Context: an optimization exercise on an open-source flow, tuned for a short achievable clock period and few clock cycles. The choices shown serve that exercise and are no tape-out recipe. In this exercise RTL edits were held to simulation tests only and were not proved equivalent to the original.

==> onyx: inputs <==
Design zbuf_raster, start of the top module:
module zbuf_raster (
    input  logic        clk,
    input  logic        rst,
    input  logic        req_1,
    output logic        ack_1,
    input  logic [23:0] point_a,
    input  logic [23:0] point_b,
    input  logic [23:0] point_c,
    input  logic [23:0] rgb,
    output logic        we,
    output logic [15:0] waddr,
    output logic [7:0]  rdata,
    output logic [7:0]  gdata,
    output logic [7:0]  bdata,
    output logic [7:0]  zdata_out,
    output logic [15:0] raddr,
    input  logic [7:0]  zdata_in
);
logic [23:0] point_out_a, point_out_b;
logic emit, emit_ok, b1_busy, fill_pending;
logic [23:0] pa_r, pb_r, pc_r, rgb_r;
always_ff @(posedge clk) begin
    pa_r  <= point_a;
    pb_r  <= point_b;
    pc_r  <= point_c;
    rgb_r <= rgb;
end
b1 u_b1(
    .clk         ( clk ),
    .rst         ( rst ),
    .req_1       ( req_1 ),
    .busy_next   ( b1_busy ),
    .emit_ok     ( emit_ok ),
    .emit        ( emit ),
    .point_a     ( pa_r ),
    .point_b     ( pb_r ),
    .point_c     ( pc_r ),
    .point_out_a ( point_out_a ),
    .point_out_b ( point_out_b )
);
b2_with_z u_b2_with_z (
    .clk         ( clk ),
    .rst         ( rst ),
    .emit        ( emit ),
    .emit_ok     ( emit_ok ),
    .pending     ( fill_pending ),
    .point_out_a ( point_out_a ),
    .point_out_b ( point_out_b ),
    .rgb         ( rgb_r ),
    .rdata       ( rdata ),
    .gdata       ( gdata ),
    .bdata       ( bdata ),
    .waddr       ( waddr ),
    .zdata_in    ( zdata_in ),
    .zdata_out   ( zdata_out ),
    .raddr       ( raddr ),
    .we          ( we )
);
always_ff @(posedge clk) begin
    if (rst == 1'b0) ack_1 <= 1'b0;
    else             ack_1 <= b1_busy | fill_pending;
end
endmodule
export LEC_CHECK = 0
export ABC_CLOCK_PERIOD_IN_PS = 2000
export CAP_MARGIN = 20
export CORE_MARGIN = 2
export CORE_UTILIZATION = 40
export SETUP_SLACK_MARGIN = 4.0
export SLEW_MARGIN = 20
export TNS_END_PERCENT = 100
create_clock -name core_clock -period 6.0 [get_ports {clk}]
run.sh (not shown) runs the stock make flow with config.mk's settings and CLKGATE_MAP_FILE= SYNTH_SCRIPT=/design/flow/synth_recipe.tcl, a recipe that flattens the netlist after the stock synthesis.
==> yarrow: changes against onyx <==
--- a/flow/design.v
+++ b/flow/design.v
@@ -12,11 +12,11 @@
     input  logic busy_a,
     input  logic busy_b,
     input  logic eol_a,
     input  logic eol_b
 );
-    typedef enum logic [2:0] {Wait, Setup, Init, Axis, First, Row, Min} fsm_t;
+    typedef enum logic [2:0] {Wait, Setup, Init, Axis, Axis2, First, Row, Min} fsm_t;
     fsm_t state, next_state;
     logic next_stage2;
     always_ff @(posedge clk) begin
         if (rst == 1'b0) begin
             state  <= Wait;
@@ -44,11 +44,12 @@
             end
             Init: begin
                 init_br = 1'b1;
                 next_state = Axis;
             end
-            Axis: next_state = First;
+            Axis:  next_state = Axis2;
+            Axis2: next_state = First;
             First:
                 if (emit_ok) begin
                     emit = 1'b1;
                     go   = 1'b1;
                     next_state = Row;
@@ -77,10 +78,11 @@
 module initiator (
     input  logic        stage2,       
     input  logic [23:0] point_a,
     input  logic [23:0] point_b,
     input  logic [23:0] point_c,
+    input  logic [7:0]  ycmp,         
     input  logic [23:0] point_out_a,
     input  logic [23:0] point_out_b,
     input  logic [23:0] b,            
     input  logic [23:0] c,
     input  logic [23:0] point_max,    
@@ -90,34 +92,32 @@
     output logic [23:0] next_point_1,
     output logic [23:0] next_point_2,
     output logic [23:0] next_b,
     output logic [23:0] next_c
 );
-    logic [7:0] ya, yb, yc;
-    assign ya = point_a[15:8];
-    assign yb = point_b[15:8];
-    assign yc = point_c[15:8];
+    logic eq_ab, eq_bc, eq_ac, lt_ac, lt_ca, lt_ab, lt_ba, lt_cb;
+    assign {eq_ab, eq_bc, eq_ac, lt_ac, lt_ca, lt_ab, lt_ba, lt_cb} = ycmp;
     always_comb begin
         next_point_max = point_max;
         next_point_1   = point_1;
         next_point_2   = point_2;
         next_b         = b;
         next_c         = c;
         if (!stage2) begin
-            if (ya == yb && ya < yc) begin
+            if (eq_ab && lt_ac) begin
                 next_point_max = point_c; next_point_1 = point_b; next_point_2 = point_a;
                 next_b = point_a; next_c = point_c;
-            end else if (yc == yb && yc < ya) begin
+            end else if (eq_bc && lt_ca) begin
                 next_point_max = point_a; next_point_1 = point_b; next_point_2 = point_c;
                 next_b = point_b; next_c = point_c;
-            end else if (ya == yc && ya < yb) begin
+            end else if (eq_ac && lt_ab) begin
                 next_point_max = point_b; next_point_1 = point_c; next_point_2 = point_a;
                 next_b = point_a; next_c = point_c;
-            end else if (ya <= yb && ya <= yc) begin
+            end else if (!lt_ba && !lt_ca) begin
                 next_point_max = point_a; next_point_1 = point_b; next_point_2 = point_c;
                 next_b = point_b; next_c = point_c;
-            end else if (yb <= ya && yb <= yc) begin
+            end else if (!lt_ab && !lt_cb) begin
                 next_point_max = point_b; next_point_1 = point_a; next_point_2 = point_c;
                 next_b = point_a; next_c = point_c;
             end else begin
                 next_point_max = point_c; next_point_1 = point_a; next_point_2 = point_b;
                 next_b = point_a; next_c = point_b;
@@ -149,56 +149,63 @@
     localparam logic [1:0] MX = 2'd0, MY = 2'd1, MZ = 2'd2;
     logic [7:0] x, y, z;
     logic [7:0] xb, yb, zb;
     logic [7:0] dx, dy, dz;
     logic       xs, ys, zs;           
-    logic       setup;                
+    logic       setup, setup2;        
+    logic       cxy, cxz, cyz;        
     logic [1:0] mode;
     logic [8:0] p1, p2;
     logic [8:0] ia1, ib1, ia2, ib2;       
     logic [7:0] xb_m, yb_m, zb_m;     
     logic [7:0] yo_m;                 
     logic       yo_ne_yb;             
     assign point_out = {x, y, z};
-    assign at_b = (x == xb) && (y == yb) && (z == zb);
+    logic eqx, eqy, eqz;
+    assign at_b = eqx && eqy && eqz;
     function [7:0] stp;
         input [7:0] v;
         input       s;
         stp = s ? v + 8'd1 : v - 8'd1;
     endfunction
     logic [7:0] nx, ny, nz;
+    logic       mvx, mvy, mvz;        
     logic [8:0] np1, np2;
     logic       cont;                 
     logic       guard;                
     always_comb begin
         nx = x; ny = y; nz = z;
         np1 = p1 + (p1[8] ? ib1 : ia1);
         np2 = p2 + (p2[8] ? ib2 : ia2);
         cont = 1'b0;
         guard = 1'b0;
+        mvx = 1'b0; mvy = 1'b0; mvz = 1'b0;
         case (mode)
             MX: begin
                 nx = stp(x, xs);
                 if (!p1[8]) ny = stp(y, ys);
                 if (!p2[8]) nz = stp(z, zs);
-                guard = (x != xb);
+                mvx = 1'b1; mvy = !p1[8]; mvz = !p2[8];
+                guard = !eqx;
                 cont = (p1[8] && (y != yb))
                     || (((x != xb_m) || (p2[8] ? (z != zb) : (z != zb_m)))
                         && (p1[8] ? (y == yb) : (y == yb_m)));
             end
             MY: begin
                 ny = stp(y, ys);
                 if (!p1[8]) nx = stp(x, xs);
                 if (!p2[8]) nz = stp(z, zs);
-                guard = (y != yb);
+                mvy = 1'b1; mvx = !p1[8]; mvz = !p2[8];
+                guard = !eqy;
                 cont = 1'b0;
             end
             default: begin
                 nz = stp(z, zs);
                 if (!p1[8]) ny = stp(y, ys);
                 if (!p2[8]) nx = stp(x, xs);
-                guard = (z != zb);
+                mvz = 1'b1; mvy = !p1[8]; mvx = !p2[8];
+                guard = !eqz;
                 cont = ((p1[8] ? yo_ne_yb : ((y == yo_m) && (y != yb_m))) && (z != zb_m))
                     || (((p2[8] ? (x != xb) : (x != xb_m)) || (z != zb_m))
                         && (p1[8] ? (y == yb) : (y == yb_m)));
             end
         endcase
@@ -206,13 +213,15 @@
     logic step;
     assign step = busy || (go && guard);
     always_ff @(posedge clk) begin
         if (rst == 1'b0) begin
             busy  <= 1'b0;
-            setup <= 1'b0;
+            setup  <= 1'b0;
+            setup2 <= 1'b0;
         end else begin
-            setup <= init;
+            setup  <= init;
+            setup2 <= setup;
             if (init)      busy <= 1'b0;
             else if (step) busy <= cont;
         end
     end
     always_ff @(posedge clk) begin
@@ -227,25 +236,32 @@
             ys <= point_a[15:8]  < point_b[15:8];
             zs <= point_a[7:0]   < point_b[7:0];
             dx <= (point_a[23:16] < point_b[23:16]) ? point_b[23:16] - point_a[23:16] : point_a[23:16] - point_b[23:16];
             dy <= (point_a[15:8]  < point_b[15:8])  ? point_b[15:8]  - point_a[15:8]  : point_a[15:8]  - point_b[15:8];
             dz <= (point_a[7:0]   < point_b[7:0])   ? point_b[7:0]   - point_a[7:0]   : point_a[7:0]   - point_b[7:0];
+            eqx <= (point_a[23:16] == point_b[23:16]);
+            eqy <= (point_a[15:8]  == point_b[15:8]);
+            eqz <= (point_a[7:0]   == point_b[7:0]);
         end else if (setup) begin
             xb_m     <= stp(xb, !xs);
             yb_m     <= stp(yb, !ys);
             zb_m     <= stp(zb, !zs);
             yo_m     <= stp(y, !ys);
-            yo_ne_yb <= (y != yb);
-            if (dx >= dy && dx >= dz) begin
+            yo_ne_yb <= !eqy;
+            cxy <= (dx >= dy);
+            cxz <= (dx >= dz);
+            cyz <= (dy >= dz);
+        end else if (setup2) begin
+            if (cxy && cxz) begin
                 mode <= MX;
                 p1  <= 9'(2*dy - dx);
                 p2  <= 9'(2*dz - dx);
                 ia1 <= 9'(2*dy - 2*dx);
                 ib1 <= 9'(2*dy);
                 ia2 <= 9'(2*dz - 2*dx);
                 ib2 <= 9'(2*dz);
-            end else if (dy >= dx && dy >= dz) begin
+            end else if (!cxy && cyz) begin
                 mode <= MY;
                 p1  <= 9'(2*dx - dy);
                 p2  <= 9'(2*dz - dy);
                 ia1 <= 9'(2*dx - 2*dy);
                 ib1 <= 9'(2*dx);
@@ -264,10 +280,13 @@
             x  <= nx;
             y  <= ny;
             z  <= nz;
             p1 <= np1;
             p2 <= np2;
+            if (mvx) eqx <= (x == xb_m);
+            if (mvy) eqy <= (y == yb_m);
+            if (mvz) eqz <= (z == zb_m);
         end
     end
 endmodule
 module b1 (
     input  logic clk,
@@ -277,10 +296,11 @@
     input  logic emit_ok,
     output logic emit,
     input  logic [23:0] point_a,
     input  logic [23:0] point_b,
     input  logic [23:0] point_c,
+    input  logic [7:0]  ycmp,
     output logic [23:0] point_out_a,
     output logic [23:0] point_out_b
 );
     logic init_br, go, stage2, load;
     logic busy_a, busy_b, eol_a, eol_b;
@@ -305,10 +325,11 @@
     initiator u_initiator (
         .stage2         ( stage2 ),
         .point_a        ( point_a ),
         .point_b        ( point_b ),
         .point_c        ( point_c ),
+        .ycmp           ( ycmp ),
         .point_out_a    ( point_out_a ),
         .point_out_b    ( point_out_b ),
         .b              ( reg_b ),
         .c              ( reg_c ),
         .point_max      ( point_max ),
@@ -375,13 +396,13 @@
     localparam int DEPTH = 8;
     localparam int NM = 2*K;        
     localparam int LK = (K >= 8) ? 3 : (K >= 4) ? 2 : 1;    
     localparam int O_PT  = 0;                  
     localparam int O_FL  = 32;                 
-    localparam int O_XBM = 36;                 
-    localparam int O_P0  = 44;                 
-    localparam int O_S0  = 53;                 
+    localparam int O_XBM = 37;                 
+    localparam int O_P0  = 45;                 
+    localparam int O_S0  = 54;                 
     localparam int O_ZQ  = O_S0 + K;           
     localparam int O_ZE  = O_ZQ + K;           
     localparam int O_M   = O_ZE + 8*NM;        
     localparam int O_MN  = O_M + 9*NM;         
     localparam int W     = O_MN + 9*NM;
@@ -407,10 +428,11 @@
     logic [W-1:0] qh;
     logic       s_v;
     logic [7:0] s_x, s_z, s_y, s_xbm;
     logic       s_xs, s_zs, s_axis;
     logic       s_xeq;            
+    logic       s_safe;           
     logic [K-1:0] s_zq;           
     logic [8:0] s_p;              
     logic [K-1:0] s_s;            
     logic [9*NM-1:0] s_m, s_mn;   
     logic [8*NM-1:0] s_ze;
@@ -465,11 +487,12 @@
     logic [8:0] e_sp [K];
     always_comb begin
         for (int j = 0; j < K; j++) e_sp[j] = 9'(e_p0 + e_m[9*j +: 9]);
         f_next = '0;
         f_next[O_PT +: 32] = {e_xa, e_za, e_y, e_xb};
-        f_next[O_FL +: 4]  = {e_xs, e_zs, e_axis, e_xa == e_xb};
+        f_next[O_FL +: 5]  = {e_xs, e_zs, e_axis, e_xa == e_xb,
+                              e_zs ? ((e_za != 8'd0) && (e_za <= 8'(256 - K))) : (e_za >= 8'(K))};
         f_next[O_XBM +: 8] = e_xbm;
         f_next[O_P0 +: 9]  = e_p0;
         for (int j = 0; j < K; j++) begin
             f_next[O_S0 + j] = e_sp[j][8];
             f_next[O_ZQ + j] = (e_za == e_ze[8*j +: 8]);
@@ -492,54 +515,60 @@
     logic       s_last;
     logic       eq_stay, eq_move;
     logic [7:0] g_zmin, nx_x, nx_z;
     logic [8:0] nx_p;
     logic [K-1:0] nx_s, nx_zq;
-    logic       nx_xeq;
+    logic       nx_xeq, nx_safe;
+    logic       zsafe [K+1];    
     always_comb begin
         for (int j = 0; j < NM; j++) begin
             am[j] = s_p + s_m[9*j +: 9];
             an[j] = s_p + s_mn[9*j +: 9];
             zc[j] = (s_z == s_ze[8*j +: 8]);
         end
         zj[0] = s_z;
         for (int j = 1; j <= K; j++) zj[j] = s_zs ? 8'(s_z + j) : 8'(s_z - j);
-        safe = s_zs ? ((s_z != 8'd0) && (s_z[7:LK] != '1)) : (s_z[7:LK] != '0);
+        safe = s_safe;
+        for (int d = 0; d <= K; d++)
+            zsafe[d] = s_zs ? ((zj[d] != 8'd0) && (zj[d] <= 8'(256 - K))) : (zj[d] >= 8'(K));
         eq_stay = s_xeq;
         eq_move = (s_x == s_xbm);
         inc[0] = 1'b1;
         for (int j = 1; j < K; j++)
             inc[j] = inc[j-1] && !s_axis && safe && s_s[j-1] && !(s_xeq && s_zq[j-1]);
         inc[K] = 1'b0;
         for (int j = 0; j < K; j++) sel[j] = inc[j] && !inc[j+1];
         s_last = 1'b0;
         for (int j = 0; j < K; j++) s_last = s_last || (inc[j] && s_xeq && s_zq[j]);
         g_zmin = s_z;
-        nx_x = s_x; nx_z = s_z; nx_p = s_p; nx_s = s_s; nx_zq = s_zq; nx_xeq = s_xeq;
+        nx_x = s_x; nx_z = s_z; nx_p = s_p; nx_s = s_s; nx_zq = s_zq; nx_xeq = s_xeq; nx_safe = s_safe;
         for (int j = 0; j < K; j++) begin
             if (sel[j]) begin
                 g_zmin = s_zs ? s_z : zj[j];
                 if (s_s[j]) begin
                     nx_p = am[j+1];
                     for (int i = 0; i < K; i++) nx_s[i] = am[j+1+i][8];
                     if (s_axis) begin
                         nx_x = s_xs ? s_x + 8'd1 : s_x - 8'd1;
                         nx_xeq = eq_move;
                         nx_z = s_z;
+                        nx_safe = zsafe[0];
                         for (int i = 0; i < K; i++) nx_zq[i] = zc[i];
                     end else begin
                         nx_x = s_x;
                         nx_xeq = s_xeq;
                         nx_z = zj[j+1];
+                        nx_safe = zsafe[j+1];
                         for (int i = 0; i < K; i++) nx_zq[i] = zc[j+1+i];
                     end
                 end else begin
                     nx_p = an[j];
                     for (int i = 0; i < K; i++) nx_s[i] = an[j+i][8];
                     nx_x = s_xs ? s_x + 8'd1 : s_x - 8'd1;
                     nx_xeq = eq_move;
                     nx_z = zj[j+1];
+                    nx_safe = zsafe[j+1];
                     for (int i = 0; i < K; i++) nx_zq[i] = zc[j+1+i];
                 end
             end
         end
     end
@@ -580,11 +609,11 @@
             we3   <= we;
         end
         if (f_v) q[q_wr] <= f_q;
         if (pop) begin
             {s_x, s_z, s_y}  <= qh[O_PT + 8 +: 24];
-            {s_xs, s_zs, s_axis, s_xeq} <= qh[O_FL +: 4];
+            {s_xs, s_zs, s_axis, s_xeq, s_safe} <= qh[O_FL +: 5];
             s_xbm <= qh[O_XBM +: 8];
             s_p   <= qh[O_P0 +: 9];
             s_s   <= qh[O_S0 +: K];
             s_zq  <= qh[O_ZQ +: K];
             s_ze  <= qh[O_ZE +: 8*NM];
@@ -595,10 +624,11 @@
             s_z   <= nx_z;
             s_p   <= nx_p;
             s_s   <= nx_s;
             s_zq  <= nx_zq;
             s_xeq <= nx_xeq;
+            s_safe <= nx_safe;
         end
         a1 <= {s_y, s_x};
         z1 <= g_zmin;
         f2 <= (a1 == {s_y, s_x});
         f3 <= (waddr == {s_y, s_x});
@@ -631,11 +661,16 @@
     input  logic [7:0]  zdata_in
 );
 logic [23:0] point_out_a, point_out_b;
 logic emit, emit_ok, b1_busy, fill_pending;
 logic [23:0] pa_r, pb_r, pc_r, rgb_r;
+logic [7:0]  ycmp;
 always_ff @(posedge clk) begin
+    ycmp  <= {point_a[15:8] == point_b[15:8], point_b[15:8] == point_c[15:8],
+              point_a[15:8] == point_c[15:8], point_a[15:8] <  point_c[15:8],
+              point_c[15:8] <  point_a[15:8], point_a[15:8] <  point_b[15:8],
+              point_b[15:8] <  point_a[15:8], point_c[15:8] <  point_b[15:8]};
     pa_r  <= point_a;
     pb_r  <= point_b;
     pc_r  <= point_c;
     rgb_r <= rgb;
 end
@@ -647,10 +682,11 @@
     .emit_ok     ( emit_ok ),
     .emit        ( emit ),
     .point_a     ( pa_r ),
     .point_b     ( pb_r ),
     .point_c     ( pc_r ),
+    .ycmp        ( ycmp ),
     .point_out_a ( point_out_a ),
     .point_out_b ( point_out_b )
 );
 b2_with_z u_b2_with_z (
     .clk         ( clk ),
==> impl_metrics.tcl <==
set metrics [dict create \
    status "timing/DRC/antenna clean" \
    utilization_pct 53.5 \
    vias 84500 \
    grt_pass1_wl_mm 572 \
    final_cells 14900 \
    dp_cells 13100 \
    n_all_inverters 482 \
    clk-power_mw 19.0 \
]
the above is filed under yarrow

==> impl_metrics.tcl <==
set metrics [dict create \
    p_sw_share_pct 33.8 \
    status "timing/DRC/antenna clean" \
    seq_area_frac_synth_pct 60.1 \
    yosysTopAreaCell "edfxtp_1" \
    hold_viol 0 \
    utilization_pct 53.9 \
    grt_pass1_wl_mm 585 \
    final_cells 14800 \
    n_all_inverters 516 \
]
the above is filed under onyx

Testbench counts of onyx, summed over its fixed seeds: cycles 119,779.
Testbench counts of yarrow, summed over its fixed seeds: cycles 120,163.

==> what the ideal ports hide <==
How much do the figures lean on ideal ports? The routed layouts below were timed once more, with nothing changed but the port constraints. Step 1, drivers: a clkbuf_16 drives clk and a buf_2 each remaining input, both assumed. Step 2 adds t to the input delays and takes it off the output delays; t is the mean of the earliest and latest rising clock arrival at the registers after step 1. Input paths then give back, and output paths get back, about the clock's delay inside the block. Slacks: ideal / step 1 / step 2; pairs: ideal / step 1.
| run | t, ns | slack for setup (ns) | worst setup path after step 2 | cell pins on the clock port's net |
|---|---|---|---|---|
| onyx | 0.945 | 2.787 / 2.787 / 2.787 | register to register | 1 |
| yarrow | 1.008 | 2.880 / 2.880 / 2.880 | register to register | 1 |
After both steps setup and hold are still met in every run listed.
